From an optimization exercise on the open Yosys and OpenROAD flow, aimed at small area; shortcuts taken in it are not production practice.
Function was checked by simulation only, so behaviour that the tests miss may differ from the original.
Power is estimated from default activity; no workload was simulated.

$ cat flow/config.mk
export PLATFORM = sky130hd
export DESIGN_NAME = top_ps2
export DESIGN_NICKNAME = top_ps2
export VERILOG_FILES = /design/flow/design.v
export SDC_FILE = /design/flow/constraint.sdc
export NUM_CORES = 4
export LEC_CHECK = 0
export ABC_AREA = 1
export CAP_MARGIN = 20
export CORE_MARGIN = 2
export CORE_UTILIZATION = 40
export CTS_BUF_LIST = sky130_fd_sc_hd__clkbuf_4 sky130_fd_sc_hd__clkbuf_2
export CTS_CLUSTER_DIAMETER = 100
export CTS_CLUSTER_SIZE = 30
export PLACE_DENSITY = 0.6
export SLEW_MARGIN = 20
$ cat flow/constraint.sdc
create_clock -name core_clock -period 20.0 [get_ports {clk}]
set_input_delay 4.0000 -clock core_clock [delete_from_list [all_inputs] [get_ports {clk}]]
set_output_delay 4.0000 -clock core_clock [all_outputs]
set_load 0.01 [all_outputs]
$ cat flow/design.v
module top_ps2(input wire clk, input wire rst, input wire ps2_clk, input wire ps2_data,
           output wire ascii_new, output wire [6:0] ascii_code);
    reg break_code, control_l, control_r, e0_code, kb_dc_cnt_0, kb_dc_cnt_1, kb_dc_cnt_2, kb_dc_cnt_3, kb_dc_cnt_4, kb_dc_cnt_5, kb_dc_cnt_6, kb_dc_cnt_7, kb_dc_cnt_8, kb_dc_flipflops_0, kb_dc_flipflops_1, kb_dc_result, kb_dc_sync_ff, kb_dd_cnt_0, kb_dd_cnt_1, kb_dd_cnt_2, kb_dd_cnt_3, kb_dd_cnt_4, kb_dd_cnt_5, kb_dd_cnt_6, kb_dd_cnt_7, kb_dd_cnt_8, kb_dd_flipflops_0, kb_dd_flipflops_1, kb_dd_result, kb_dd_sync_ff, kb_idle_0, kb_idle_1, kb_idle_10, kb_idle_11, kb_idle_2, kb_idle_3, kb_idle_4, kb_idle_5, kb_idle_6, kb_idle_7, kb_idle_8, kb_idle_9, kb_ps2_word_0, kb_ps2_word_1, kb_ps2_word_10, kb_ps2_word_2, kb_ps2_word_3, kb_ps2_word_4, kb_ps2_word_5, kb_ps2_word_6, kb_ps2_word_7, kb_ps2_word_8, kb_ps2_word_9, shift_l, shift_r, timer_0, timer_1, timer_2, timer_3;
    wire n101_li15, n106_li16, n111_li17, n116_li18, n121_li19, n126_li20, n131_li21, n136_li22, n141_li23, n146_li24, n151_li25, n156_li26, n161_li27, n166_li28, n171_li29, n176_li30, n181_li31, n186_li32, n191_li33, n196_li34, n201_li35, n206_li36, n211_li37, n216_li38, n221_li39, n226_li40, n231_li41, n236_li42, n241_li43, n246_li44, n251_li45, n256_li46, n261_li47, n266_li48, n26_li00, n271_li49, n276_li50, n281_li51, n286_li52, n291_li53, n296_li54, n301_li55, n306_li56, n311_li57, n316_li58, n31_li01, n36_li02, n41_li03, n46_li04, n51_li05, n56_li06, n61_li07, n66_li08, n71_li09, n76_li10, n81_li11, n86_li12, n91_li13, n96_li14, new_n190, new_n191, new_n193, new_n194, new_n195, new_n196, new_n197, new_n198, new_n199, new_n200, new_n201, new_n202, new_n203, new_n204, new_n205, new_n206, new_n207, new_n208, new_n209, new_n210, new_n211, new_n212, new_n213, new_n214, new_n215, new_n216, new_n217, new_n218, new_n219, new_n220, new_n221, new_n222, new_n223, new_n224, new_n225, new_n226, new_n227, new_n228, new_n229, new_n230, new_n231, new_n232, new_n233, new_n234, new_n235, new_n236, new_n237, new_n238, new_n239, new_n240, new_n241, new_n242, new_n243, new_n244, new_n245, new_n246, new_n247, new_n248, new_n249, new_n250, new_n251, new_n252, new_n253, new_n254, new_n255, new_n256, new_n257, new_n258, new_n259, new_n260, new_n261, new_n262, new_n263, new_n264, new_n265, new_n266, new_n267, new_n268, new_n269, new_n270, new_n271, new_n272, new_n273, new_n274, new_n276, new_n277, new_n278, new_n279, new_n280, new_n281, new_n282, new_n283, new_n284, new_n285, new_n286, new_n287, new_n288, new_n289, new_n290, new_n291, new_n292, new_n293, new_n294, new_n295, new_n296, new_n297, new_n298, new_n299, new_n300, new_n301, new_n302, new_n303, new_n304, new_n305, new_n306, new_n307, new_n308, new_n309, new_n310, new_n311, new_n313, new_n314, new_n315, new_n316, new_n317, new_n318, new_n319, new_n320, new_n321, new_n322, new_n323, new_n324, new_n325, new_n326, new_n327, new_n328, new_n329, new_n330, new_n332, new_n333, new_n334, new_n335, new_n336, new_n337, new_n338, new_n339, new_n340, new_n341, new_n342, new_n343, new_n344, new_n345, new_n346, new_n348, new_n349, new_n350, new_n351, new_n352, new_n353, new_n354, new_n355, new_n356, new_n357, new_n358, new_n359, new_n360, new_n361, new_n362, new_n363, new_n364, new_n365, new_n366, new_n367, new_n368, new_n369, new_n370, new_n371, new_n372, new_n373, new_n374, new_n375, new_n376, new_n377, new_n379, new_n380, new_n381, new_n382, new_n383, new_n384, new_n385, new_n386, new_n387, new_n388, new_n389, new_n390, new_n391, new_n392, new_n393, new_n394, new_n395, new_n396, new_n398, new_n399, new_n401, new_n402, new_n403, new_n404, new_n405, new_n406, new_n407, new_n408, new_n409, new_n410, new_n411, new_n412, new_n413, new_n414, new_n415, new_n416, new_n417, new_n418, new_n419, new_n420, new_n421, new_n422, new_n423, new_n424, new_n425, new_n426, new_n427, new_n428, new_n429, new_n430, new_n431, new_n432, new_n433, new_n434, new_n435, new_n436, new_n437, new_n438, new_n439, new_n440, new_n441, new_n442, new_n443, new_n444, new_n445, new_n446, new_n447, new_n448, new_n449, new_n450, new_n451, new_n452, new_n453, new_n454, new_n455, new_n456, new_n457, new_n458, new_n459, new_n460, new_n461, new_n462, new_n463, new_n464, new_n465, new_n466, new_n467, new_n468, new_n469, new_n470, new_n471, new_n472, new_n473, new_n474, new_n475, new_n476, new_n477, new_n478, new_n480, new_n481, new_n482, new_n483, new_n486, new_n487, new_n488, new_n489, new_n491, new_n492, new_n493, new_n494, new_n495, new_n496, new_n498, new_n499, new_n501, new_n502, new_n503, new_n504, new_n505, new_n506, new_n507, new_n508, new_n510, new_n511, new_n512, new_n513, new_n515, new_n516, new_n517, new_n518, new_n519, new_n521, new_n522, new_n523, new_n524, new_n525, new_n526, new_n528, new_n529, new_n530, new_n532, new_n533, new_n534, new_n535, new_n536, new_n537, new_n538, new_n543, new_n544, new_n553, new_n554, new_n555, new_n557, new_n558, new_n559, new_n560, new_n561, new_n562, new_n563, new_n568, new_n569, new_n578, new_n579, new_n580, new_n581, new_n594, new_n595, new_n596, new_n597, new_n598, new_n600, new_n601, new_n603, new_n604, new_n606, new_n607, new_n609, new_n610, new_n612, new_n613, new_n615, new_n616, new_n618, new_n619, new_n621, new_n622, new_n624, new_n625, new_n627, new_n628;
    assign new_n190 = timer_1 & timer_2;
    assign new_n191 = ~timer_2 & timer_3;
    assign ascii_new = ~(~new_n190 & ~new_n191);
    assign new_n193 = kb_dc_result & ~kb_ps2_word_3;
    assign new_n194 = ~kb_dc_result & ~kb_ps2_word_2;
    assign new_n195 = ~new_n193 & ~new_n194;
    assign new_n196 = kb_dc_result & ~kb_ps2_word_1;
    assign new_n197 = ~kb_dc_result & ~kb_ps2_word_0;
    assign new_n198 = ~new_n196 & ~new_n197;
    assign new_n199 = new_n195 & new_n198;
    assign new_n200 = kb_dc_result & ~kb_ps2_word_4;
    assign new_n201 = ~kb_dc_result & ~kb_ps2_word_3;
    assign new_n202 = ~new_n200 & ~new_n201;
    assign new_n203 = new_n199 & new_n202;
    assign new_n204 = kb_dc_result & ~kb_ps2_word_7;
    assign new_n205 = ~kb_dc_result & ~kb_ps2_word_6;
    assign new_n206 = ~new_n204 & ~new_n205;
    assign new_n207 = kb_dc_result & ~kb_ps2_word_5;
    assign new_n208 = ~kb_dc_result & ~kb_ps2_word_4;
    assign new_n209 = ~new_n207 & ~new_n208;
    assign new_n210 = ~new_n206 & new_n209;
    assign new_n211 = kb_dc_result & ~kb_ps2_word_2;
    assign new_n212 = ~kb_dc_result & ~kb_ps2_word_1;
    assign new_n213 = ~new_n211 & ~new_n212;
    assign new_n214 = new_n195 & new_n213;
    assign new_n215 = ~new_n202 & new_n214;
    assign new_n216 = kb_dc_result & ~kb_ps2_word_6;
    assign new_n217 = ~kb_dc_result & ~kb_ps2_word_5;
    assign new_n218 = ~new_n216 & ~new_n217;
    assign new_n219 = new_n209 & new_n218;
    assign new_n220 = new_n215 & new_n219;
    assign new_n221 = new_n198 & new_n209;
    assign new_n222 = ~new_n214 & ~new_n221;
    assign new_n223 = ~new_n195 & ~new_n209;
    assign new_n224 = new_n222 & ~new_n223;
    assign new_n225 = new_n202 & ~new_n213;
    assign new_n226 = new_n218 & new_n225;
    assign new_n227 = new_n224 & new_n226;
    assign new_n228 = ~new_n220 & ~new_n227;
    assign new_n229 = new_n210 & new_n228;
    assign new_n230 = new_n206 & new_n225;
    assign new_n231 = ~new_n198 & new_n206;
    assign new_n232 = new_n209 & new_n231;
    assign new_n233 = ~new_n230 & ~new_n232;
    assign new_n234 = new_n195 & ~new_n233;
    assign new_n235 = ~shift_r & ~shift_l;
    assign new_n236 = new_n206 & ~new_n235;
    assign new_n237 = ~new_n234 & ~new_n236;
    assign new_n238 = ~new_n229 & new_n237;
    assign new_n239 = ~new_n203 & ~new_n238;
    assign new_n240 = new_n199 & new_n239;
    assign new_n241 = ~new_n198 & new_n202;
    assign new_n242 = ~new_n195 & new_n241;
    assign new_n243 = new_n210 & ~new_n242;
    assign new_n244 = new_n218 & ~new_n243;
    assign new_n245 = new_n202 & ~new_n218;
    assign new_n246 = new_n195 & new_n235;
    assign new_n247 = ~new_n245 & new_n246;
    assign new_n248 = ~new_n213 & new_n247;
    assign new_n249 = ~new_n198 & ~new_n213;
    assign new_n250 = ~new_n248 & ~new_n249;
    assign new_n251 = ~new_n244 & new_n250;
    assign new_n252 = ~new_n206 & ~new_n209;
    assign new_n253 = new_n214 & new_n252;
    assign new_n254 = ~new_n195 & ~new_n213;
    assign new_n255 = ~new_n202 & new_n254;
    assign new_n256 = ~new_n209 & ~new_n255;
    assign new_n257 = ~new_n253 & new_n256;
    assign new_n258 = ~new_n251 & ~new_n257;
    assign new_n259 = ~new_n202 & ~new_n209;
    assign new_n260 = ~new_n221 & ~new_n259;
    assign new_n261 = ~new_n195 & ~new_n218;
    assign new_n262 = ~new_n209 & ~new_n213;
    assign new_n263 = new_n261 & ~new_n262;
    assign new_n264 = ~new_n260 & new_n263;
    assign new_n265 = ~new_n218 & new_n235;
    assign new_n266 = new_n202 & new_n213;
    assign new_n267 = ~new_n265 & ~new_n266;
    assign new_n268 = new_n231 & ~new_n267;
    assign new_n269 = ~new_n206 & ~new_n218;
    assign new_n270 = ~new_n249 & ~new_n269;
    assign new_n271 = ~new_n241 & ~new_n270;
    assign new_n272 = ~new_n268 & ~new_n271;
    assign new_n273 = ~new_n264 & new_n272;
    assign new_n274 = ~new_n258 & new_n273;
    assign ascii_code[0] = ~(~new_n240 & new_n274);
    assign new_n276 = ~control_r & ~control_l;
    assign new_n277 = new_n235 & new_n276;
    assign new_n278 = new_n214 & new_n277;
    assign new_n279 = ~new_n198 & ~new_n278;
    assign new_n280 = new_n209 & ~new_n279;
    assign new_n281 = new_n195 & new_n218;
    assign new_n282 = new_n202 & ~new_n281;
    assign new_n283 = new_n280 & new_n282;
    assign new_n284 = ~new_n209 & new_n215;
    assign new_n285 = ~new_n261 & ~new_n284;
    assign new_n286 = ~new_n283 & new_n285;
    assign new_n287 = ~new_n206 & ~new_n286;
    assign new_n288 = ~new_n209 & ~new_n218;
    assign new_n289 = ~new_n235 & new_n288;
    assign new_n290 = new_n241 & new_n289;
    assign new_n291 = new_n231 & ~new_n276;
    assign new_n292 = ~new_n290 & ~new_n291;
    assign new_n293 = new_n198 & ~new_n236;
    assign new_n294 = ~new_n202 & new_n209;
    assign new_n295 = ~new_n269 & new_n294;
    assign new_n296 = ~new_n293 & new_n295;
    assign new_n297 = ~new_n195 & new_n230;
    assign new_n298 = ~new_n296 & ~new_n297;
    assign new_n299 = new_n292 & new_n298;
    assign new_n300 = ~new_n203 & ~new_n255;
    assign new_n301 = new_n218 & ~new_n300;
    assign new_n302 = new_n218 & new_n266;
    assign new_n303 = ~new_n231 & ~new_n302;
    assign new_n304 = new_n223 & ~new_n303;
    assign new_n305 = ~new_n213 & new_n231;
    assign new_n306 = new_n214 & ~new_n235;
    assign new_n307 = new_n219 & new_n306;
    assign new_n308 = ~new_n305 & ~new_n307;
    assign new_n309 = ~new_n304 & new_n308;
    assign new_n310 = ~new_n301 & new_n309;
    assign new_n311 = new_n299 & new_n310;
    assign ascii_code[1] = ~(~new_n287 & new_n311);
    assign new_n313 = ~new_n265 & new_n266;
    assign new_n314 = ~new_n209 & ~new_n313;
    assign new_n315 = ~new_n239 & ~new_n314;
    assign new_n316 = ~new_n198 & new_n252;
    assign new_n317 = ~new_n202 & new_n206;
    assign new_n318 = ~new_n210 & new_n213;
    assign new_n319 = ~new_n317 & new_n318;
    assign new_n320 = ~new_n316 & new_n319;
    assign new_n321 = ~new_n242 & ~new_n249;
    assign new_n322 = new_n218 & ~new_n321;
    assign new_n323 = new_n198 & ~new_n281;
    assign new_n324 = new_n259 & ~new_n323;
    assign new_n325 = ~new_n195 & new_n209;
    assign new_n326 = ~new_n261 & ~new_n325;
    assign new_n327 = ~new_n324 & new_n326;
    assign new_n328 = ~new_n213 & ~new_n327;
    assign new_n329 = ~new_n322 & ~new_n328;
    assign new_n330 = ~new_n320 & new_n329;
    assign ascii_code[2] = ~(~new_n315 & new_n330);
    assign new_n332 = new_n215 & ~new_n276;
    assign new_n333 = new_n262 & new_n269;
    assign new_n334 = ~new_n332 & ~new_n333;
    assign new_n335 = ~new_n219 & ~new_n236;
    assign new_n336 = ~new_n198 & ~new_n202;
    assign new_n337 = ~new_n225 & ~new_n336;
    assign new_n338 = ~new_n335 & new_n337;
    assign new_n339 = ~new_n245 & ~new_n259;
    assign new_n340 = ~new_n195 & ~new_n198;
    assign new_n341 = ~new_n339 & new_n340;
    assign new_n342 = ~new_n338 & ~new_n341;
    assign new_n343 = new_n334 & new_n342;
    assign new_n344 = ~new_n206 & ~new_n289;
    assign new_n345 = ~new_n224 & ~new_n344;
    assign new_n346 = new_n308 & ~new_n345;
    assign ascii_code[3] = ~(new_n343 & new_n346);
    assign new_n348 = ~new_n206 & new_n240;
    assign new_n349 = new_n199 & new_n259;
    assign new_n350 = ~new_n222 & new_n281;
    assign new_n351 = ~new_n254 & ~new_n305;
    assign new_n352 = ~new_n350 & new_n351;
    assign new_n353 = new_n202 & ~new_n352;
    assign new_n354 = ~new_n349 & ~new_n353;
    assign new_n355 = new_n215 & ~new_n218;
    assign new_n356 = ~new_n253 & ~new_n355;
    assign new_n357 = new_n278 & ~new_n317;
    assign new_n358 = new_n198 & ~new_n213;
    assign new_n359 = ~new_n325 & ~new_n358;
    assign new_n360 = new_n317 & ~new_n359;
    assign new_n361 = ~new_n357 & ~new_n360;
    assign new_n362 = new_n356 & new_n361;
    assign new_n363 = new_n354 & new_n362;
    assign new_n364 = new_n247 & ~new_n363;
    assign new_n365 = ~new_n218 & new_n280;
    assign new_n366 = new_n292 & ~new_n365;
    assign new_n367 = new_n202 & ~new_n366;
    assign new_n368 = ~new_n213 & new_n236;
    assign new_n369 = new_n206 & new_n218;
    assign new_n370 = ~new_n269 & ~new_n369;
    assign new_n371 = ~new_n316 & new_n370;
    assign new_n372 = ~new_n368 & new_n371;
    assign new_n373 = ~new_n195 & ~new_n372;
    assign new_n374 = new_n228 & ~new_n234;
    assign new_n375 = ~new_n373 & new_n374;
    assign new_n376 = ~new_n367 & new_n375;
    assign new_n377 = ~new_n364 & new_n376;
    assign ascii_code[4] = ~(~new_n348 & new_n377);
    assign new_n379 = ~new_n209 & ~new_n231;
    assign new_n380 = new_n278 & ~new_n379;
    assign new_n381 = ~new_n202 & new_n269;
    assign new_n382 = ~new_n232 & ~new_n381;
    assign new_n383 = ~new_n380 & new_n382;
    assign new_n384 = new_n213 & ~new_n383;
    assign new_n385 = new_n206 & new_n242;
    assign new_n386 = ~new_n218 & new_n317;
    assign new_n387 = new_n358 & new_n386;
    assign new_n388 = new_n276 & ~new_n387;
    assign new_n389 = ~new_n385 & new_n388;
    assign new_n390 = new_n385 & ~new_n388;
    assign new_n391 = ~new_n389 & ~new_n390;
    assign new_n392 = ~new_n384 & ~new_n391;
    assign new_n393 = new_n209 & new_n236;
    assign new_n394 = new_n392 & new_n393;
    assign new_n395 = new_n242 & new_n288;
    assign new_n396 = new_n363 & ~new_n395;
    assign ascii_code[5] = ~(~new_n394 & new_n396);
    assign new_n398 = ~new_n333 & new_n354;
    assign new_n399 = ~new_n284 & new_n392;
    assign ascii_code[6] = new_n398 & new_n399;
    assign new_n401 = kb_ps2_word_3 & kb_ps2_word_4;
    assign new_n402 = kb_ps2_word_7 & ~new_n401;
    assign new_n403 = new_n356 & ~new_n402;
    assign new_n404 = ~new_n304 & ~new_n403;
    assign new_n405 = new_n398 & ~new_n404;
    assign new_n406 = kb_ps2_word_1 & kb_ps2_word_2;
    assign new_n407 = ~kb_ps2_word_1 & ~kb_ps2_word_2;
    assign new_n408 = ~new_n406 & ~new_n407;
    assign new_n409 = new_n404 & ~new_n408;
    assign new_n410 = ~new_n276 & ~new_n409;
    assign new_n411 = ~new_n405 & new_n410;
    assign new_n412 = kb_ps2_word_3 & new_n408;
    assign new_n413 = ~kb_ps2_word_3 & ~new_n408;
    assign new_n414 = ~new_n412 & ~new_n413;
    assign new_n415 = ~kb_ps2_word_4 & ~kb_ps2_word_5;
    assign new_n416 = kb_ps2_word_4 & kb_ps2_word_5;
    assign new_n417 = ~new_n415 & ~new_n416;
    assign new_n418 = kb_ps2_word_6 & kb_ps2_word_7;
    assign new_n419 = ~kb_ps2_word_6 & ~kb_ps2_word_7;
    assign new_n420 = ~new_n418 & ~new_n419;
    assign new_n421 = new_n417 & ~new_n420;
    assign new_n422 = ~new_n417 & new_n420;
    assign new_n423 = ~new_n421 & ~new_n422;
    assign new_n424 = ~kb_ps2_word_8 & kb_ps2_word_9;
    assign new_n425 = kb_ps2_word_8 & ~kb_ps2_word_9;
    assign new_n426 = ~new_n424 & ~new_n425;
    assign new_n427 = new_n423 & ~new_n426;
    assign new_n428 = ~new_n423 & new_n426;
    assign new_n429 = ~new_n427 & ~new_n428;
    assign new_n430 = ~new_n414 & new_n429;
    assign new_n431 = ~kb_idle_8 & ~kb_idle_9;
    assign new_n432 = ~kb_idle_10 & new_n431;
    assign new_n433 = ~kb_idle_4 & ~kb_idle_5;
    assign new_n434 = ~kb_idle_6 & ~kb_idle_7;
    assign new_n435 = new_n433 & new_n434;
    assign new_n436 = ~kb_idle_0 & ~kb_idle_1;
    assign new_n437 = ~kb_idle_2 & ~kb_idle_3;
    assign new_n438 = new_n436 & new_n437;
    assign new_n439 = new_n435 & new_n438;
    assign new_n440 = new_n432 & new_n439;
    assign new_n441 = kb_dc_result & kb_idle_11;
    assign new_n442 = ~kb_ps2_word_0 & kb_ps2_word_10;
    assign new_n443 = new_n441 & new_n442;
    assign new_n444 = new_n440 & new_n443;
    assign new_n445 = new_n414 & ~new_n429;
    assign new_n446 = new_n444 & ~new_n445;
    assign new_n447 = ~new_n430 & new_n446;
    assign new_n448 = ~new_n412 & ~new_n416;
    assign new_n449 = ~new_n231 & ~new_n415;
    assign new_n450 = ~new_n448 & new_n449;
    assign new_n451 = new_n222 & new_n402;
    assign new_n452 = ~kb_ps2_word_5 & new_n231;
    assign new_n453 = ~kb_ps2_word_6 & ~new_n452;
    assign new_n454 = ~new_n451 & new_n453;
    assign new_n455 = ~new_n450 & new_n454;
    assign new_n456 = e0_code & ~kb_ps2_word_2;
    assign new_n457 = ~kb_ps2_word_3 & kb_ps2_word_5;
    assign new_n458 = new_n456 & new_n457;
    assign new_n459 = new_n418 & ~new_n458;
    assign new_n460 = ~new_n215 & new_n459;
    assign new_n461 = new_n225 & new_n325;
    assign new_n462 = ~kb_ps2_word_3 & new_n407;
    assign new_n463 = kb_ps2_word_3 & new_n406;
    assign new_n464 = ~break_code & ~kb_ps2_word_8;
    assign new_n465 = ~new_n463 & new_n464;
    assign new_n466 = ~new_n462 & new_n465;
    assign new_n467 = ~new_n461 & new_n466;
    assign new_n468 = ~new_n460 & new_n467;
    assign new_n469 = ~new_n455 & new_n468;
    assign new_n470 = new_n447 & new_n469;
    assign new_n471 = ~new_n411 & new_n470;
    assign new_n472 = ~rst & ~new_n471;
    assign new_n473 = ~timer_1 & ~timer_2;
    assign new_n474 = timer_3 & ~new_n473;
    assign new_n475 = new_n472 & ~new_n474;
    assign new_n476 = timer_1 & timer_0;
    assign new_n477 = ~timer_1 & ~timer_0;
    assign new_n478 = ~new_n476 & ~new_n477;
    assign n26_li00 = new_n475 & new_n478;
    assign new_n480 = timer_2 & new_n476;
    assign new_n481 = ~timer_3 & ~new_n480;
    assign new_n482 = ~timer_2 & ~new_n476;
    assign new_n483 = new_n481 & ~new_n482;
    assign n31_li01 = new_n472 & new_n483;
    assign n36_li02 = new_n475 & ~new_n481;
    assign new_n486 = ~timer_3 & new_n473;
    assign new_n487 = ~timer_0 & ~new_n474;
    assign new_n488 = ~new_n486 & new_n487;
    assign new_n489 = ~new_n471 & ~new_n488;
    assign n41_li03 = ~rst & ~new_n489;
    assign new_n491 = kb_ps2_word_8 & new_n231;
    assign new_n492 = new_n301 & new_n491;
    assign new_n493 = new_n447 & ~new_n492;
    assign new_n494 = ~rst & ~new_n493;
    assign new_n495 = kb_ps2_word_5 & new_n447;
    assign new_n496 = ~break_code & ~new_n495;
    assign n46_li04 = new_n494 & ~new_n496;
    assign new_n498 = ~kb_ps2_word_5 & new_n447;
    assign new_n499 = ~e0_code & ~new_n498;
    assign n51_li05 = new_n494 & ~new_n499;
    assign new_n501 = new_n424 & new_n444;
    assign new_n502 = new_n381 & new_n501;
    assign new_n503 = new_n249 & new_n502;
    assign new_n504 = new_n329 & new_n503;
    assign new_n505 = e0_code & new_n504;
    assign new_n506 = break_code & new_n505;
    assign new_n507 = ~control_r & ~new_n505;
    assign new_n508 = ~rst & ~new_n507;
    assign n56_li06 = ~new_n506 & new_n508;
    assign new_n510 = ~e0_code & new_n504;
    assign new_n511 = break_code & new_n510;
    assign new_n512 = ~control_l & ~new_n510;
    assign new_n513 = ~rst & ~new_n512;
    assign n61_li07 = ~new_n511 & new_n513;
    assign new_n515 = new_n230 & new_n264;
    assign new_n516 = new_n501 & new_n515;
    assign new_n517 = break_code & new_n516;
    assign new_n518 = ~shift_r & ~new_n516;
    assign new_n519 = ~rst & ~new_n518;
    assign n66_li08 = ~new_n517 & new_n519;
    assign new_n521 = kb_ps2_word_2 & new_n209;
    assign new_n522 = new_n222 & new_n521;
    assign new_n523 = new_n502 & new_n522;
    assign new_n524 = break_code & new_n523;
    assign new_n525 = ~shift_l & ~new_n523;
    assign new_n526 = ~rst & ~new_n525;
    assign n71_li09 = ~new_n524 & new_n526;
    assign new_n528 = ~kb_dd_flipflops_0 & ~kb_dd_flipflops_1;
    assign new_n529 = kb_dd_flipflops_0 & kb_dd_flipflops_1;
    assign new_n530 = ~new_n528 & ~new_n529;
    assign n111_li17 = kb_dd_cnt_2 & ~new_n530;
    assign new_n532 = ~kb_dd_cnt_1 & ~kb_dd_cnt_8;
    assign new_n533 = ~kb_dd_cnt_3 & ~kb_dd_cnt_5;
    assign new_n534 = new_n532 & new_n533;
    assign new_n535 = n111_li17 & new_n534;
    assign new_n536 = ~kb_dd_flipflops_1 & new_n535;
    assign new_n537 = ~kb_dd_result & ~new_n535;
    assign new_n538 = ~rst & ~new_n537;
    assign n76_li10 = ~new_n536 & new_n538;
    assign n81_li11 = ~rst & ps2_data;
    assign n86_li12 = ~rst & kb_dd_sync_ff;
    assign n91_li13 = ~rst & kb_dd_flipflops_0;
    assign new_n543 = kb_dd_cnt_1 & kb_dd_cnt_8;
    assign new_n544 = ~new_n532 & ~new_n543;
    assign n96_li14 = ~new_n530 & new_n544;
    assign n101_li15 = ~(~kb_dd_cnt_0 & ~new_n530);
    assign n106_li16 = ~(~kb_dd_cnt_1 & ~new_n530);
    assign n116_li18 = ~(~kb_dd_cnt_3 & ~new_n530);
    assign n121_li19 = ~(~kb_dd_cnt_4 & ~new_n530);
    assign n126_li20 = kb_dd_cnt_5 & ~new_n530;
    assign n131_li21 = ~(~kb_dd_cnt_6 & ~new_n530);
    assign n136_li22 = kb_dd_cnt_7 & ~new_n530;
    assign new_n553 = ~kb_dc_flipflops_0 & ~kb_dc_flipflops_1;
    assign new_n554 = kb_dc_flipflops_0 & kb_dc_flipflops_1;
    assign new_n555 = ~new_n553 & ~new_n554;
    assign n176_li30 = kb_dc_cnt_2 & ~new_n555;
    assign new_n557 = ~kb_dc_cnt_1 & ~kb_dc_cnt_8;
    assign new_n558 = ~kb_dc_cnt_3 & ~kb_dc_cnt_5;
    assign new_n559 = new_n557 & new_n558;
    assign new_n560 = n176_li30 & new_n559;
    assign new_n561 = ~kb_dc_flipflops_1 & new_n560;
    assign new_n562 = ~kb_dc_result & ~new_n560;
    assign new_n563 = ~rst & ~new_n562;
    assign n141_li23 = ~new_n561 & new_n563;
    assign n146_li24 = ~rst & ps2_clk;
    assign n151_li25 = ~rst & kb_dc_sync_ff;
    assign n156_li26 = ~rst & kb_dc_flipflops_0;
    assign new_n568 = kb_dc_cnt_1 & kb_dc_cnt_8;
    assign new_n569 = ~new_n557 & ~new_n568;
    assign n161_li27 = ~new_n555 & new_n569;
    assign n166_li28 = ~(~kb_dc_cnt_0 & ~new_n555);
    assign n171_li29 = ~(~kb_dc_cnt_1 & ~new_n555);
    assign n181_li31 = ~(~kb_dc_cnt_3 & ~new_n555);
    assign n186_li32 = ~(~kb_dc_cnt_4 & ~new_n555);
    assign n191_li33 = kb_dc_cnt_5 & ~new_n555;
    assign n196_li34 = ~(~kb_dc_cnt_6 & ~new_n555);
    assign n201_li35 = kb_dc_cnt_7 & ~new_n555;
    assign new_n578 = ~kb_idle_0 & ~kb_idle_11;
    assign new_n579 = kb_idle_0 & kb_idle_11;
    assign new_n580 = ~new_n578 & ~new_n579;
    assign new_n581 = ~new_n440 & new_n580;
    assign n206_li36 = ~(kb_dc_result & ~new_n581);
    assign n211_li37 = ~(kb_dc_result & ~kb_idle_0);
    assign n216_li38 = kb_dc_result & kb_idle_1;
    assign n221_li39 = kb_dc_result & kb_idle_2;
    assign n226_li40 = ~(kb_dc_result & ~kb_idle_3);
    assign n231_li41 = kb_dc_result & kb_idle_4;
    assign n236_li42 = ~(kb_dc_result & ~kb_idle_5);
    assign n241_li43 = ~(kb_dc_result & ~kb_idle_6);
    assign n246_li44 = kb_dc_result & kb_idle_7;
    assign n251_li45 = kb_dc_result & kb_idle_8;
    assign n256_li46 = kb_dc_result & kb_idle_9;
    assign n261_li47 = ~(kb_dc_result & ~kb_idle_10);
    assign new_n594 = kb_dc_result & new_n561;
    assign new_n595 = ~rst & new_n594;
    assign new_n596 = kb_ps2_word_1 & new_n595;
    assign new_n597 = ~rst & ~new_n594;
    assign new_n598 = kb_ps2_word_0 & new_n597;
    assign n266_li48 = ~(~new_n596 & ~new_n598);
    assign new_n600 = kb_ps2_word_2 & new_n595;
    assign new_n601 = kb_ps2_word_1 & new_n597;
    assign n271_li49 = ~(~new_n600 & ~new_n601);
    assign new_n603 = kb_ps2_word_3 & new_n595;
    assign new_n604 = kb_ps2_word_2 & new_n597;
    assign n276_li50 = ~(~new_n603 & ~new_n604);
    assign new_n606 = kb_ps2_word_4 & new_n595;
    assign new_n607 = kb_ps2_word_3 & new_n597;
    assign n281_li51 = ~(~new_n606 & ~new_n607);
    assign new_n609 = kb_ps2_word_5 & new_n595;
    assign new_n610 = kb_ps2_word_4 & new_n597;
    assign n286_li52 = ~(~new_n609 & ~new_n610);
    assign new_n612 = kb_ps2_word_6 & new_n595;
    assign new_n613 = kb_ps2_word_5 & new_n597;
    assign n291_li53 = ~(~new_n612 & ~new_n613);
    assign new_n615 = kb_ps2_word_7 & new_n595;
    assign new_n616 = kb_ps2_word_6 & new_n597;
    assign n296_li54 = ~(~new_n615 & ~new_n616);
    assign new_n618 = kb_ps2_word_8 & new_n595;
    assign new_n619 = kb_ps2_word_7 & new_n597;
    assign n301_li55 = ~(~new_n618 & ~new_n619);
    assign new_n621 = kb_ps2_word_9 & new_n595;
    assign new_n622 = kb_ps2_word_8 & new_n597;
    assign n306_li56 = ~(~new_n621 & ~new_n622);
    assign new_n624 = kb_ps2_word_10 & new_n595;
    assign new_n625 = kb_ps2_word_9 & new_n597;
    assign n311_li57 = ~(~new_n624 & ~new_n625);
    assign new_n627 = kb_ps2_word_10 & new_n597;
    assign new_n628 = n76_li10 & new_n594;
    assign n316_li58 = ~(~new_n627 & ~new_n628);
    always @(posedge clk) begin
        timer_1 <= n26_li00;
        timer_2 <= n31_li01;
        timer_3 <= n36_li02;
        timer_0 <= n41_li03;
        break_code <= n46_li04;
        e0_code <= n51_li05;
        control_r <= n56_li06;
        control_l <= n61_li07;
        shift_r <= n66_li08;
        shift_l <= n71_li09;
        kb_dd_result <= n76_li10;
        kb_dd_sync_ff <= n81_li11;
        kb_dd_flipflops_0 <= n86_li12;
        kb_dd_flipflops_1 <= n91_li13;
        kb_dd_cnt_0 <= n96_li14;
        kb_dd_cnt_1 <= n101_li15;
        kb_dd_cnt_2 <= n106_li16;
        kb_dd_cnt_3 <= n111_li17;
        kb_dd_cnt_4 <= n116_li18;
        kb_dd_cnt_5 <= n121_li19;
        kb_dd_cnt_6 <= n126_li20;
        kb_dd_cnt_7 <= n131_li21;
        kb_dd_cnt_8 <= n136_li22;
        kb_dc_result <= n141_li23;
        kb_dc_sync_ff <= n146_li24;
        kb_dc_flipflops_0 <= n151_li25;
        kb_dc_flipflops_1 <= n156_li26;
        kb_dc_cnt_0 <= n161_li27;
        kb_dc_cnt_1 <= n166_li28;
        kb_dc_cnt_2 <= n171_li29;
        kb_dc_cnt_3 <= n176_li30;
        kb_dc_cnt_4 <= n181_li31;
        kb_dc_cnt_5 <= n186_li32;
        kb_dc_cnt_6 <= n191_li33;
        kb_dc_cnt_7 <= n196_li34;
        kb_dc_cnt_8 <= n201_li35;
        kb_idle_0 <= n206_li36;
        kb_idle_1 <= n211_li37;
        kb_idle_2 <= n216_li38;
        kb_idle_3 <= n221_li39;
        kb_idle_4 <= n226_li40;
        kb_idle_5 <= n231_li41;
        kb_idle_6 <= n236_li42;
        kb_idle_7 <= n241_li43;
        kb_idle_8 <= n246_li44;
        kb_idle_9 <= n251_li45;
        kb_idle_10 <= n256_li46;
        kb_idle_11 <= n261_li47;
        kb_ps2_word_0 <= n266_li48;
        kb_ps2_word_1 <= n271_li49;
        kb_ps2_word_2 <= n276_li50;
        kb_ps2_word_3 <= n281_li51;
        kb_ps2_word_4 <= n286_li52;
        kb_ps2_word_5 <= n291_li53;
        kb_ps2_word_6 <= n296_li54;
        kb_ps2_word_7 <= n301_li55;
        kb_ps2_word_8 <= n306_li56;
        kb_ps2_word_9 <= n311_li57;
        kb_ps2_word_10 <= n316_li58;
    end
endmodule
$ cat flow/run.sh
#!/bin/bash
# synth_recipe.tcl (not shown) runs the flow's synth.tcl, then flattens the netlist and writes it again
# the make line also repeats each setting of config.mk as NAME=value (left out here)
make -C /OpenROAD-flow-scripts/flow DESIGN_CONFIG=/design/flow/config.mk WORK_HOME=/design/flow/orfs CLKGATE_MAP_FILE= SYNTH_SCRIPT=/design/flow/synth_recipe.tcl finish
==> results.py, run 1 <==
metrics = {
    "die": {
        "io_pins": 12,
        "rows": 32,
        "die_w_microns": 92.3,
        "start_util_pct": 40.8,
        "die_area_sq_um": 8530,
        "core_area_sq_um": 7650,
        "die_y_microns": 92.3,
    },
    "setup_path": {
        "worstReg2RegStart": "kb_dc_result",
        "crit_arrival_ns": 3.45,
        "start_kind": "flip-flop",
        "endpoint_kind": "output port",
        "startpoint": "kb_dc_result",
        "worst-path-max-fanout": 24,
        "cp.required_ns": 16.00,
        "criticalPathCategory": "reg -> out",
    },
    "synth": {
        "synth_edf_count": 0,
        "synth_commonest_cells": "nand2_1, inv_1, dfxtp_1",
        "synth_ff_type": "dfxtp_1",
        "ys_warn_count": 1,
        "postSynth.asyncResetShare_pct": 0,
        "yosys.area.top_type": "dfxtp_1",
        "syn_avg_cell_area_sq_um": 6.76,
        "post_synth_num_cell_types": 37,
        "ys_ff_latch": 59,
        "syn_inst": 462,
        "synth_top_cell_area_share_pct": 37.8,
        "yosysMostFrequentCell": "nand2_1",
        "netlist_area_sq_um": 3120,
        "synth_nets": 477,
        "synthTopCellsByArea": "dfxtp_1, nand2_1, inv_1, nor2_1, nand3_1",
        "ys_seq_area_share_pct": 37.8,
    },
    "layout": {
        "multi_input_area_sq_um": 1570,
        "nFillCells": 787,
        "regArea_sq_um": 1180,
        "drive_gt1_share_pct": 9.60,
        "area_delta_synth_final_pct": 9.62,
        "antennaDiodeCount": 0,
        "nNetsFinal": 489,
    },
    "pwr": {
        "power_density_nw_per_um2": 72.2,
        "peakVddDrop_mv": 0.0536,
        "power.leakage_nw": 1.54,
    },
    "global_routing": {
        "grt_pass1_wl_microns": 12800,
        "grt_usage_pct": 18.7,
        "grt_max_degree": 25,
        "antenna_found_initial": 0,
        "grt_pass1_vias": 2798,
        "grt_overflow": 0,
    },
    "sta": {
        "clock_skew_ns": 0.0129,
        "fmax_mhz": 134,
        "rsz0062_at_grt": "false",
        "finalHoldViolations": 0,
        "fin_crit_sh_pct": 37.2,
        "slew_headroom_pct": 36.4,
        "finalSetupTns_ns": 0,
        "post-route-min-period_ns": 7.45,
        "setup_violations": 0,
        "worst_slew_pin_slew_ns": 0.948,
        "setup_slack_ns": 12.55,
        "drv_slew": 0,
    },
    "detailed_routing": {
        "drt-pass1-iter-count": 5,
        "wl_met3_microns": 432,
        "wl_met1_microns": 3390,
        "ant_nets": 0,
        "vias": 2913,
        "first_iter_violations": 140,
        "drcViolationCount": 0,
        "avgViaCountPerCell": 5.01,
        "met2_length_microns": 3230,
        "routed_wl_microns": 7280,
        "wl_per_cell_microns": 12.5,
        "highest-signal-layer": "met4",
    },
    "cts": {
        "tritoncts": "built",
        "cts_resized": 0,
        "cts_root_buf": "clkbuf_4",
        "clock_sinks": 59,
        "clk_pin_slew_ns": 0.11,
        "clk_latency_ns": 0.41,
        "cts_setup_buffers": 0,
        "cts_made_buffers": 9,
        "cts-htree-levels": 3,
        "cts_hold_buf": 0,
        "clock_path_buffers": 2,
    },
    "placed_design": {
        "place.gp.congestion": 0.996,
        "numPortBuffers": 11,
        "place_hpwl_microns": 5460,
        "post-place-ws_ns": 13.04,
    },
    "hold_path": {
        "min_from": "kb_dc_sync_ff",
        "hold_class": "reg -> reg",
    },
    "flow_run": {
        "drv_cap": 0,
    },
    "status": {
        "status": "finished clean",
    },
}
[where the power goes]
part | total, W | internal (W) | switching (W) | leakage, nW
registers | 0.000139 | 0.000133 | 0.00000568 | 0.483
clock network | 0.0000770 | 0.0000275 | 0.0000495 | 0.0615
logic | 0.0000316 | 0.0000134 | 0.0000181 | 0.998
[cells in the final DEF, fill, tap and decap left out, drive strengths merged, types with 2 or more instances in the layout]
cell | netlist | layout
nor3 | 9 | 9
a21oi | 10 | 10
a21boi | 2 | 2
xnor2 | 2 | 2
clkbuf | 2 | 9
o21ai | 32 | 32
dfxtp | 59 | 59
ha | 11 | 11
inv | 81 | 85
nor2 | 59 | 59
o22ai | 11 | 11
clkinvlp | 0 | 3
xor2 | 2 | 2
nand3 | 29 | 29
nand2 | 111 | 111
clkdlybuf4s50 | 0 | 11
nand4 | 10 | 10
o211ai | 3 | 3
or2 | 9 | 9
and2 | 2 | 2
[cells by family (layout without fill, tap and decap cells)]
group / count (synthesis) / in the layout / synth area share [%]
buf+inv: 91 / 108 / 11.8
flops: 59 / 59 / 37.8
compound gates: 64 / 64 / 12.1
mux: 1 / 1 / 0.361
simple gates: 232 / 232 / 32.3
fa+ha+maj: 11 / 11 / 4.41
xor+xnor: 4 / 4 / 1.12
[routing by layer]
layer	track usage, %	vias up
met2	29.9	119
li1	-	1503
met4	9.45	0
met5	0	-
met1	23.9	1270
met3	3.82	21
[metrics by stage]
step / area (sq um) / instances / hold WS [ns] / utilization, % / total power, W
floorplan: 3120 / 462 / 0.388 / - / 0.000166
global placement: 3290 / 565 / 0.390 / 43.1 / 0.000172
detailed placement: 3290 / 565 / 0.399 / 43.1 / 0.000173
CTS: 3420 / 581 / 0.417 / 44.7 / 0.000251
global route: 3420 / 581 / 0.429 / 44.7 / 0.000264
finish: 3420 / 581 / 0.412 / 44.7 / 0.000247
[final timing paths]
kind	endpoint	slack, ns	cells past startpoint
setup / recovery	ascii_code[4]	12.55	11
hold / removal	kb_dc_flipflops_0	0.41	2
setup reg to reg	control_l	17.27	12
hold reg to reg	kb_dc_flipflops_0	0.41	2
[worst max-delay path: stages, from the launching register on]
cell,delay (ns)
dfxtp_1,0.84
nand2_1,0.10
o21ai_1,0.53
nand2_1,0.15
nand2_1,0.21
nor2_1,0.07
a22oi_2,0.18
nand3_1,0.12
nand2_1,0.15
nand4_1,0.09
nand2_1,0.07
clkdlybuf4s50_1,0.52
[layout make-up]
class / count / share of cell area [%]
sequential: 59 / 34.5
tap: 102 / 3.73
multi-input combinational: 312 / 45.9
clock buffer: 9 / 1.97
inverter: 81 / 8.88
timing repair buffer: 11 / 3.22
clock inverter: 7 / 1.76
==> run 2, diff against run 1 <==
--- a/flow/config.mk
+++ b/flow/config.mk
@@ -9,8 +9,8 @@
 export CAP_MARGIN = 20
 export CORE_MARGIN = 2
 export CORE_UTILIZATION = 40
-export CTS_BUF_LIST = sky130_fd_sc_hd__clkbuf_4 sky130_fd_sc_hd__clkbuf_2
-export CTS_CLUSTER_DIAMETER = 100
-export CTS_CLUSTER_SIZE = 30
+export CTS_BUF_LIST = sky130_fd_sc_hd__clkbuf_8
+export CTS_CLUSTER_DIAMETER = 500
+export CTS_CLUSTER_SIZE = 60
 export PLACE_DENSITY = 0.6
 export SLEW_MARGIN = 20
==> run 2 against run 1 <==
Still clean on timing, DRC and antenna. Die area unchanged. Area after synthesis unchanged. Utilization increased by 0.74 points. Cell area increased by 1.6%. Highest routed layer unchanged.
==> results.py, run 2 <==
metrics = {
    "status": {
        "status": "finished clean",
    },
    "die": {
        "core_area_sq_um": 7650,
        "rows": 32,
        "io_pins": 12,
        "die_y_microns": 92.3,
        "start_util_pct": 40.8,
        "die_w_microns": 92.3,
        "die_area_sq_um": 8530,
    },
    "synth": {
        "yosys.area.top_type": "dfxtp_1",
        "synthTopCellsByArea": "dfxtp_1, nand2_1, inv_1, nor2_1, nand3_1",
        "ys_ff_latch": 59,
        "synth_ff_type": "dfxtp_1",
        "synth_edf_count": 0,
        "ys_warn_count": 1,
        "post_synth_num_cell_types": 37,
        "syn_avg_cell_area_sq_um": 6.76,
        "ys_seq_area_share_pct": 37.8,
        "synth_top_cell_area_share_pct": 37.8,
        "synth_nets": 477,
        "postSynth.asyncResetShare_pct": 0,
        "syn_inst": 462,
        "synth_commonest_cells": "nand2_1, inv_1, dfxtp_1",
        "yosysMostFrequentCell": "nand2_1",
        "netlist_area_sq_um": 3120,
    },
    "setup_path": {
        "start_kind": "flip-flop",
        "reg2reg_slack_ns": 17.30,
        "cp_common_cell": "nand2_1",
        "crit_buf_inv": 1,
        "crit_slowest_cell": "dfxtp_1",
        "cpPeakStageDelay_ns": 0.82,
        "endpoint_kind": "output port",
        "cp_top_family": "simple AND/OR/NAND/NOR gates",
        "worst-path-max-fanout": 24,
        "criticalPathCategory": "reg -> out",
        "crit_chain": "nand2_1 > o21ai_1 > nand2_1 > nand2_1 > nor2_1 > a22oi_2 > nand3_1 > nand2_1 > nand4_1 > nand2_1 > clkdlybuf4s50_1",
        "crit_arrival_ns": 3.36,
        "cp.required_ns": 16.00,
    },
    "detailed_routing": {
        "vias": 2923,
        "routed_wl_microns": 7270,
        "avgViaCountPerCell": 5.03,
        "wl_met3_microns": 403,
        "wl_per_cell_microns": 12.5,
        "ant_nets": 0,
        "wl_met1_microns": 3420,
        "drt-pass1-iter-count": 5,
        "met2_length_microns": 3160,
        "drcViolationCount": 0,
        "highest-signal-layer": "met4",
        "first_iter_violations": 160,
    },
    "cts": {
        "clk_latency_ns": 0.34,
        "clock_sinks": 59,
        "cts-htree-levels": 3,
        "cts_resized": 0,
        "cts_setup_buffers": 0,
        "tritoncts": "built",
        "clock_path_buffers": 2,
        "cts_hold_buf": 0,
        "cts_made_buffers": 9,
        "cts_root_buf": "clkbuf_8",
        "clk_pin_slew_ns": 0.07,
    },
    "global_routing": {
        "grt_pass1_vias": 2796,
        "grt_pass1_wl_microns": 12800,
        "grt_usage_pct": 18.8,
        "grt_overflow": 0,
        "grt_max_degree": 25,
        "antenna_found_initial": 0,
    },
    "layout": {
        "nNetsFinal": 489,
        "antennaDiodeCount": 0,
        "drive_gt1_share_pct": 9.60,
        "nFillCells": 775,
        "final_cell_mix": "nand2_1, inv_1, dfxtp_1",
        "area_delta_synth_final_pct": 11.4,
        "layout.cells.most_common": "nand2_1",
    },
    "flow_run": {
        "drv_cap": 0,
    },
    "sta": {
        "clock_skew_ns": 0.00627,
        "rsz0062_at_grt": "false",
        "post-route-min-period_ns": 7.36,
        "finalHoldViolations": 0,
        "slew_headroom_pct": 36.2,
        "hold_ws_ns": 0.407,
        "fin_crit_sh_pct": 36.8,
        "fmax_mhz": 136,
        "drv_slew": 0,
        "finalSetupTns_ns": 0,
        "worst_slew_pin_slew_ns": 0.950,
        "setup_violations": 0,
    },
    "pwr": {
        "peakVddDrop_mv": 0.0647,
        "power_density_nw_per_um2": 77.5,
        "power.leakage_nw": 1.57,
    },
    "hold_path": {
        "hold_class": "reg -> reg",
    },
    "placed_design": {
        "place.gp.congestion": 0.996,
        "place_hpwl_microns": 5460,
        "numPortBuffers": 11,
    },
}
==> run 2: path summary, 6_finish.rpt <==
path | start | endpoint | cells after the start
min reg2reg | kb_dc_sync_ff | kb_dc_flipflops_0 | 2
min | kb_dc_sync_ff | kb_dc_flipflops_0 | 2
max reg2reg | kb_dc_result | control_l | 12
max | kb_dc_result | ascii_code[4] | 11
==> run 2: cell families after synthesis <==
logic type	count (synthesis)	synth area share, %
AND/OR/NAND/NOR	232	32.3
buffers and inverters	91	11.8
AO/OA/AOI/OAI	64	12.1
flip-flops	59	37.8
adder cells (fa/ha/maj)	11	4.41
XOR/XNOR	4	1.12
multiplexers	1	0.361
==> run 2: metrics by stage <==
step	setup slack [ns]	instances	instance area [sq um]	power (W)	utilization, %
finish	12.64	581	3480	0.000270	45.5
detailed placement	13.04	565	3290	0.000173	43.1
global placement	13.06	565	3290	0.000172	43.1
floorplan	14.33	462	3120	0.000166	-
global route	12.24	581	3480	0.000286	45.5
CTS	12.67	581	3480	0.000273	45.5
==> run 2: area by class of cell <==
| type | instances | area (sq um) | share of cell area, % |
|---|---|---|---|
| clock inverters | 7 | 60.1 | 1.73 |
| repair buffers | 11 | 110 | 3.17 |
| flip-flops and latches | 59 | 1180 | 34.0 |
| well taps | 102 | 128 | 3.67 |
| inverters | 81 | 304 | 8.74 |
| clock buffers | 9 | 124 | 3.56 |
| multi-input cells | 312 | 1570 | 45.2 |
==> run 2: worst reg2reg max path, stage by stage (launching register included) <==
cell and delay [ns]:
dfxtp_1 0.82, nand2_1 0.14, o21ai_1 0.45, ha_1 0.33
inv_1 0.07, nor2_1 0.17, nand2_1 0.12, nor2_2 0.14
inv_1 0.05, nor2_1 0.14, nand3_1 0.08, nand2_1 0.06
nor2_1 0.04
==> run 2: metal layers <==
layer | GRT usage, % | vias up
li1 | - | 1499
met1 | 23.9 | 1284
met2 | 29.6 | 114
met3 | 3.82 | 26
met4 | 10.8 | 0
met5 | 0 | -
==> run 2: report_power, final <==
group	switching, W	internal, W
sequential	0.00000565	0.000133
combinational	0.0000181	0.0000134
clock	0.0000527	0.0000469
==> run 3, diff against run 2 <==
--- a/flow/config.mk
+++ b/flow/config.mk
@@ -9,7 +9,7 @@
 export CAP_MARGIN = 20
 export CORE_MARGIN = 2
 export CORE_UTILIZATION = 40
-export CTS_BUF_LIST = sky130_fd_sc_hd__clkbuf_8
+export CTS_BUF_LIST = sky130_fd_sc_hd__clkbuf_16
 export CTS_CLUSTER_DIAMETER = 500
 export CTS_CLUSTER_SIZE = 60
 export PLACE_DENSITY = 0.6
==> run 3 against run 2 <==
Clock-buffer cell count is the same. Area after synthesis unchanged. Register-to-register slack lost 0.03 ns. Worst hold slack about the same. Critical path type unchanged. Critical endpoint unchanged. Largest power group is now clock.
==> results.py, run 3 <==
metrics = {
    "global_routing": {
        "antenna_found_initial": 0,
        "grt_usage_pct": 18.8,
        "grt_overflow": 0,
        "grt_pass1_vias": 2828,
        "grt_pass1_wl_microns": 12900,
        "grt_max_degree": 25,
    },
    "hold_path": {
        "hold_class": "reg -> reg",
    },
    "cts": {
        "clock_path_buffers": 2,
        "cts_resized": 0,
        "cts_root_buf": "clkbuf_16",
        "cts_setup_buffers": 0,
        "clock_sinks": 59,
        "cts-htree-levels": 3,
        "tritoncts": "built",
        "clk_pin_slew_ns": 0.06,
        "cts_made_buffers": 9,
        "cts_hold_buf": 0,
        "clk_latency_ns": 0.32,
    },
    "placed_design": {
        "dpl.cell_count": 565,
        "place_hpwl_microns": 5460,
        "place.gp.congestion": 0.996,
        "postPlaceCellArea_sq_um": 3290,
        "numPortBuffers": 11,
    },
    "synth": {
        "yosysMostFrequentCell": "nand2_1",
        "postSynth.asyncResetShare_pct": 0,
        "ys_seq_area_share_pct": 37.8,
        "syn_inst": 462,
        "ys_warn_count": 1,
        "synth_commonest_cells": "nand2_1, inv_1, dfxtp_1",
        "synth_nets": 477,
        "synth_top_cell_area_share_pct": 37.8,
        "ys_ff_latch": 59,
        "yosys.area.top_type": "dfxtp_1",
        "syn_avg_cell_area_sq_um": 6.76,
        "post_synth_num_cell_types": 37,
        "synth_edf_count": 0,
        "synthTopCellsByArea": "dfxtp_1, nand2_1, inv_1, nor2_1, nand3_1",
        "netlist_area_sq_um": 3120,
        "synth_ff_type": "dfxtp_1",
    },
    "detailed_routing": {
        "ant_nets": 0,
        "wl_per_cell_microns": 12.6,
        "drcViolationCount": 0,
        "drt-pass1-iter-count": 5,
        "routed_wl_microns": 7340,
        "avgViaCountPerCell": 5.05,
        "first_iter_violations": 207,
        "vias": 2936,
    },
    "layout": {
        "regArea_sq_um": 1180,
        "final_cell_area_sq_um": 3580,
        "drive_gt1_share_pct": 9.60,
        "antennaDiodeCount": 0,
        "nNetsFinal": 489,
        "final_cell_mix": "nand2_1, inv_1, dfxtp_1",
        "multi_input_area_sq_um": 1570,
        "nFillCells": 763,
        "layout.cells.most_common": "nand2_1",
        "area_delta_synth_final_pct": 14.7,
        "final_cells": 581,
    },
    "setup_path": {
        "criticalPathCategory": "reg -> out",
        "cp.required_ns": 16.00,
        "crit_arrival_ns": 3.37,
        "start_kind": "flip-flop",
        "endpoint_kind": "output port",
        "worst-path-max-fanout": 24,
    },
    "die": {
        "die_w_microns": 92.3,
        "die_y_microns": 92.3,
        "io_pins": 12,
        "core_area_sq_um": 7650,
        "rows": 32,
        "die_area_sq_um": 8530,
        "start_util_pct": 40.8,
    },
    "sta": {
        "drv_slew": 0,
        "fin_crit_sh_pct": 36.8,
        "finalSetupTns_ns": 0,
        "finalHoldViolations": 0,
        "post-route-min-period_ns": 7.37,
        "worst_slew_pin_slew_ns": 0.968,
        "fmax_mhz": 136,
        "setup_violations": 0,
        "slew_headroom_pct": 35.0,
        "rsz0062_at_grt": "false",
        "clock_skew_ns": 0.00402,
    },
    "pwr": {
        "power_density_nw_per_um2": 87.4,
        "power.leakage_nw": 1.61,
        "peakVddDrop_mv": 0.0737,
    },
    "status": {
        "status": "finished clean",
    },
    "flow_run": {
        "drv_cap": 0,
    },
}
run 3: kinds of logic (layout without fill, tap and decap cells):
kind of cell	after synthesis	count (layout)	share of synthesized area, %
multiplexers	1	1	0.361
flip-flops	59	59	37.8
adder cells (fa/ha/maj)	11	11	4.41
buffers and inverters	91	108	11.8
AND/OR/NAND/NOR	232	232	32.3
XOR/XNOR	4	4	1.12
AO/OA/AOI/OAI	64	64	12.1
run 3: critical path, stage by stage (launching register included):
cell and delay (ns):
dfxtp_1 0.83, nand2_1 0.10, o21ai_1 0.54, nand2_1 0.15
nand2_1 0.22, nor2_1 0.07, a22oi_2 0.18, nand3_1 0.12
nand2_1 0.15, nand4_1 0.09, nand2_1 0.07, clkdlybuf4s50_1 0.52
run 3: power breakdown:
group | internal (W) | switching (W)
combinational | 0.0000134 | 0.0000182
clock | 0.0000857 | 0.0000567
sequential | 0.000133 | 0.00000570
total | 0.000232 | 0.0000806
run 3: layer usage:
layer	vias to the layer above	wire (microns)	track usage [%]
met2	120	3310	30.5
li1	1500	-	-
met1	1296	3400	24.1
met5	-	0	0
met3	20	428	3.01
met4	0	199	9.70
run 3: path summary, 6_finish.rpt:
kind / startpoint / endpoint / slack, ns / cells after the start
setup reg to reg: kb_dc_result / control_l / 17.27 / 12
hold / removal: kb_dc_sync_ff / kb_dc_flipflops_0 / 0.41 / 2
setup / recovery: kb_dc_result / ascii_code[4] / 12.63 / 11
hold reg to reg: kb_dc_sync_ff / kb_dc_flipflops_0 / 0.41 / 2
run 3: stage by stage:
stage / setup slack, ns / power [W] / utilization (%) / hold slack, ns
final: 12.63 / 0.000313 / 46.8 / 0.407
after global routing: 12.26 / 0.000330 / 46.8 / 0.425
after CTS: 12.70 / 0.000317 / 46.8 / 0.411
after detailed placement: 13.04 / 0.000173 / 43.1 / 0.399
after global placement: 13.06 / 0.000172 / 43.1 / 0.390
after floorplan: 14.33 / 0.000166 / - / 0.388
run 3: final cells by class:
type | instances | area share [%]
clock buffer | 9 | 6.29
clock inverter | 7 | 1.68
inverter | 81 | 8.49
multi-input combinational | 312 | 43.9
sequential | 59 | 33.0
tap | 102 | 3.57
timing repair buffer | 11 | 3.08
==> run 4, diff against run 3 <==
--- a/flow/config.mk
+++ b/flow/config.mk
@@ -9,8 +9,5 @@
 export CAP_MARGIN = 20
 export CORE_MARGIN = 2
 export CORE_UTILIZATION = 40
-export CTS_BUF_LIST = sky130_fd_sc_hd__clkbuf_16
-export CTS_CLUSTER_DIAMETER = 500
-export CTS_CLUSTER_SIZE = 60
 export PLACE_DENSITY = 0.6
 export SLEW_MARGIN = 20
==> run 4 against run 3 <==
Via count fell by 0.44%. Wire length is 0.86% lower. Combinational power about the same. Worst hold slack about the same. Area after synthesis unchanged. Cell area shrank 2.8%. Utilization shrank 1.3 points. Clock-buffer cell count did not move. Highest routed layer unchanged.
==> results.py, run 4 <==
metrics = {
    "status": {
        "status": "finished clean",
    },
    "global_routing": {
        "grt_max_degree": 25,
        "grt_overflow": 0,
        "grt_usage_pct": 18.8,
        "grt_pass1_vias": 2796,
        "antenna_found_initial": 0,
        "grt_pass1_wl_microns": 12800,
    },
    "sta": {
        "worst_slew_pin_slew_ns": 0.950,
        "finalHoldViolations": 0,
        "fin_crit_sh_pct": 36.8,
        "drv_slew": 0,
        "slew_headroom_pct": 36.2,
        "rsz0062_at_grt": "false",
        "fmax_mhz": 136,
        "post-route-min-period_ns": 7.36,
        "clock_skew_ns": 0.00627,
        "setup_violations": 0,
        "finalSetupTns_ns": 0,
    },
    "setup_path": {
        "cp_common_cell": "nand2_1",
        "crit_arrival_ns": 3.36,
        "start_kind": "flip-flop",
        "worst-path-max-fanout": 24,
        "reg2reg_slack_ns": 17.30,
        "endpoint_kind": "output port",
        "cpPeakStageDelay_ns": 0.82,
        "crit_slowest_cell": "dfxtp_1",
        "crit_chain": "nand2_1 > o21ai_1 > nand2_1 > nand2_1 > nor2_1 > a22oi_2 > nand3_1 > nand2_1 > nand4_1 > nand2_1 > clkdlybuf4s50_1",
        "cp.required_ns": 16.00,
        "criticalPathCategory": "reg -> out",
    },
    "cts": {
        "clk_latency_ns": 0.34,
        "clock_sinks": 59,
        "cts_made_buffers": 9,
        "cts-htree-levels": 3,
        "tritoncts": "built",
        "cts_hold_buf": 0,
        "clk_pin_slew_ns": 0.07,
        "clock_path_buffers": 2,
        "cts_setup_buffers": 0,
        "cts_resized": 0,
        "cts_root_buf": "clkbuf_8",
    },
    "die": {
        "rows": 32,
        "die_area_sq_um": 8530,
        "core_area_sq_um": 7650,
        "io_pins": 12,
        "die_y_microns": 92.3,
        "start_util_pct": 40.8,
        "die_w_microns": 92.3,
    },
    "placed_design": {
        "place_hpwl_microns": 5460,
        "place.gp.congestion": 0.996,
        "numPortBuffers": 11,
        "postPlaceCellArea_sq_um": 3290,
    },
    "detailed_routing": {
        "avgViaCountPerCell": 5.03,
        "first_iter_violations": 160,
        "routed_wl_microns": 7270,
        "drcViolationCount": 0,
        "ant_nets": 0,
        "drt-pass1-iter-count": 5,
        "wl_per_cell_microns": 12.5,
        "vias": 2923,
    },
    "pwr": {
        "p_clk_share_pct": 36.9,
        "pwr-share-seq_pct": 51.4,
        "sw_frac_of_total_pct": 28.3,
        "combPwrFrac_pct": 11.7,
        "power_density_nw_per_um2": 77.5,
        "peakVddDrop_mv": 0.0647,
        "power.leakage_nw": 1.57,
        "p_int_w": 0.000193,
        "p_sw_w": 0.0000764,
    },
    "synth": {
        "postSynth.asyncResetShare_pct": 0,
        "yosysMostFrequentCell": "nand2_1",
        "synth_top_cell_area_share_pct": 37.8,
        "syn_inst": 462,
        "synth_commonest_cells": "nand2_1, inv_1, dfxtp_1",
        "ys_warn_count": 1,
        "synth_nets": 477,
        "netlist_area_sq_um": 3120,
        "syn_avg_cell_area_sq_um": 6.76,
        "synthTopCellsByArea": "dfxtp_1, nand2_1, inv_1, nor2_1, nand3_1",
        "ys_seq_area_share_pct": 37.8,
        "synth_edf_count": 0,
        "synth_ff_type": "dfxtp_1",
        "yosys.area.top_type": "dfxtp_1",
        "post_synth_num_cell_types": 37,
        "ys_ff_latch": 59,
    },
    "layout": {
        "final_cell_mix": "nand2_1, inv_1, dfxtp_1",
        "antennaDiodeCount": 0,
        "nNetsFinal": 489,
        "post-route-util_pct": 45.5,
        "area_delta_synth_final_pct": 11.4,
        "layout.cells.most_common": "nand2_1",
        "drive_gt1_share_pct": 9.60,
        "final_cell_area_sq_um": 3480,
        "multi_input_area_sq_um": 1570,
        "regArea_sq_um": 1180,
        "nFillCells": 775,
    },
    "flow_run": {
        "drv_cap": 0,
    },
    "hold_path": {
        "hold_class": "reg -> reg",
    },
}
==> run 4: cell counts after synthesis <==
No cell type changed its count.
==> run 4: area by class of cell <==
class / count / share of cell area (%)
Clock buffer: 9 / 3.56
Clock inverter: 7 / 1.73
Inverter: 81 / 8.74
Multi-Input combinational cell: 312 / 45.2
Sequential cell: 59 / 34.0
Tap cell: 102 / 3.67
Timing Repair Buffer: 11 / 3.17
==> run 4: cells by family after synthesis <==
group | count (synthesis) | synth area share [%]
and+or+nand+nor | 232 | 32.3
buffers and inverters | 91 | 11.8
AOI/OAI and AO/OA | 64 | 12.1
DFF | 59 | 37.8
adders and majority gates | 11 | 4.41
xor gates and xnor gates | 4 | 1.12
muxes | 1 | 0.361
==> run 4: stage by stage <==
stage	worst slack (ns)	hold WS [ns]	power (W)	std cells
after global placement	13.06	0.390	0.000172	565
after floorplan	14.33	0.388	0.000166	462
after global routing	12.24	0.422	0.000286	581
after detailed placement	13.04	0.399	0.000173	565
after CTS	12.67	0.411	0.000273	581
final	12.64	0.407	0.000270	581
==> run 4: layer usage <==
metal | part of all wire [%] | GRT usage [%]
met5 | 0 | 0
met3 | 5.5 | 3.82
met4 | 3.9 | 10.8
met2 | 43 | 29.6
met1 | 47 | 23.9
==> run 4: final timing paths <==
path,start,to,depth (start not counted)
worst max-delay path,kb_dc_result,ascii_code[4],11
worst min-delay path,kb_dc_sync_ff,kb_dc_flipflops_0,2
worst max register to register,kb_dc_result,control_l,12
worst min register to register,kb_dc_sync_ff,kb_dc_flipflops_0,2
==> run 4: worst max-delay path: cells and delay by family, from the launching register on <==
kind | cells | cell delay, ns
AOI/OAI and AO/OA | 2 | 0.71
and+or+nand+nor | 8 | 0.96
DFF | 1 | 0.82
buffers and inverters | 1 | 0.52
==> run 4: power groups by stage <==
stage               Sequential, W  Clock [W]  Combinational, W
floorplan                0.000139          0         0.0000265
global placement         0.000141          0         0.0000311
detailed placement       0.000141          0         0.0000316
CTS                      0.000139   0.000102         0.0000317
global route             0.000140   0.000108         0.0000375
finish                   0.000139  0.0000996         0.0000315

port drivers added, routing unchanged:
In the flow no input, the clock included, has a driving cell. The finished layouts below were timed again as built, in two steps.
Step 1 assumes that a clkbuf_16 drives the clock port and a buf_2 every other input.
Step 2 moves the port delays by t, midway between the first and last clock arrival at a register: inputs arrive t later, outputs are due t later. That takes back most of the time a late clock gives input paths.
Slacks: ideal ports / drivers / drivers and shift; pairs: ideal ports / drivers.
run | t, ns | slack for setup (ns) | hold slack, ns | slew at the worst register clock pin (ns) | worst data-port slew with drivers (ns)
run 1 | 0.429 | 12.555 / 12.529 / 12.959 | 0.412 / 0.412 / 0.412 | 0.12 / 0.12 | 0.03
run 2 | 0.368 | 12.637 / 12.607 / 12.975 | 0.407 / 0.407 / 0.407 | 0.08 / 0.08 | 0.03
run 3 | 0.352 | 12.631 / 12.597 / 12.949 | 0.407 / 0.407 / 0.407 | 0.06 / 0.06 | 0.03
run 4 | 0.368 | 12.637 / 12.607 / 12.975 | 0.407 / 0.407 / 0.407 | 0.08 / 0.08 | 0.03
After both steps every run listed still meets setup and hold.
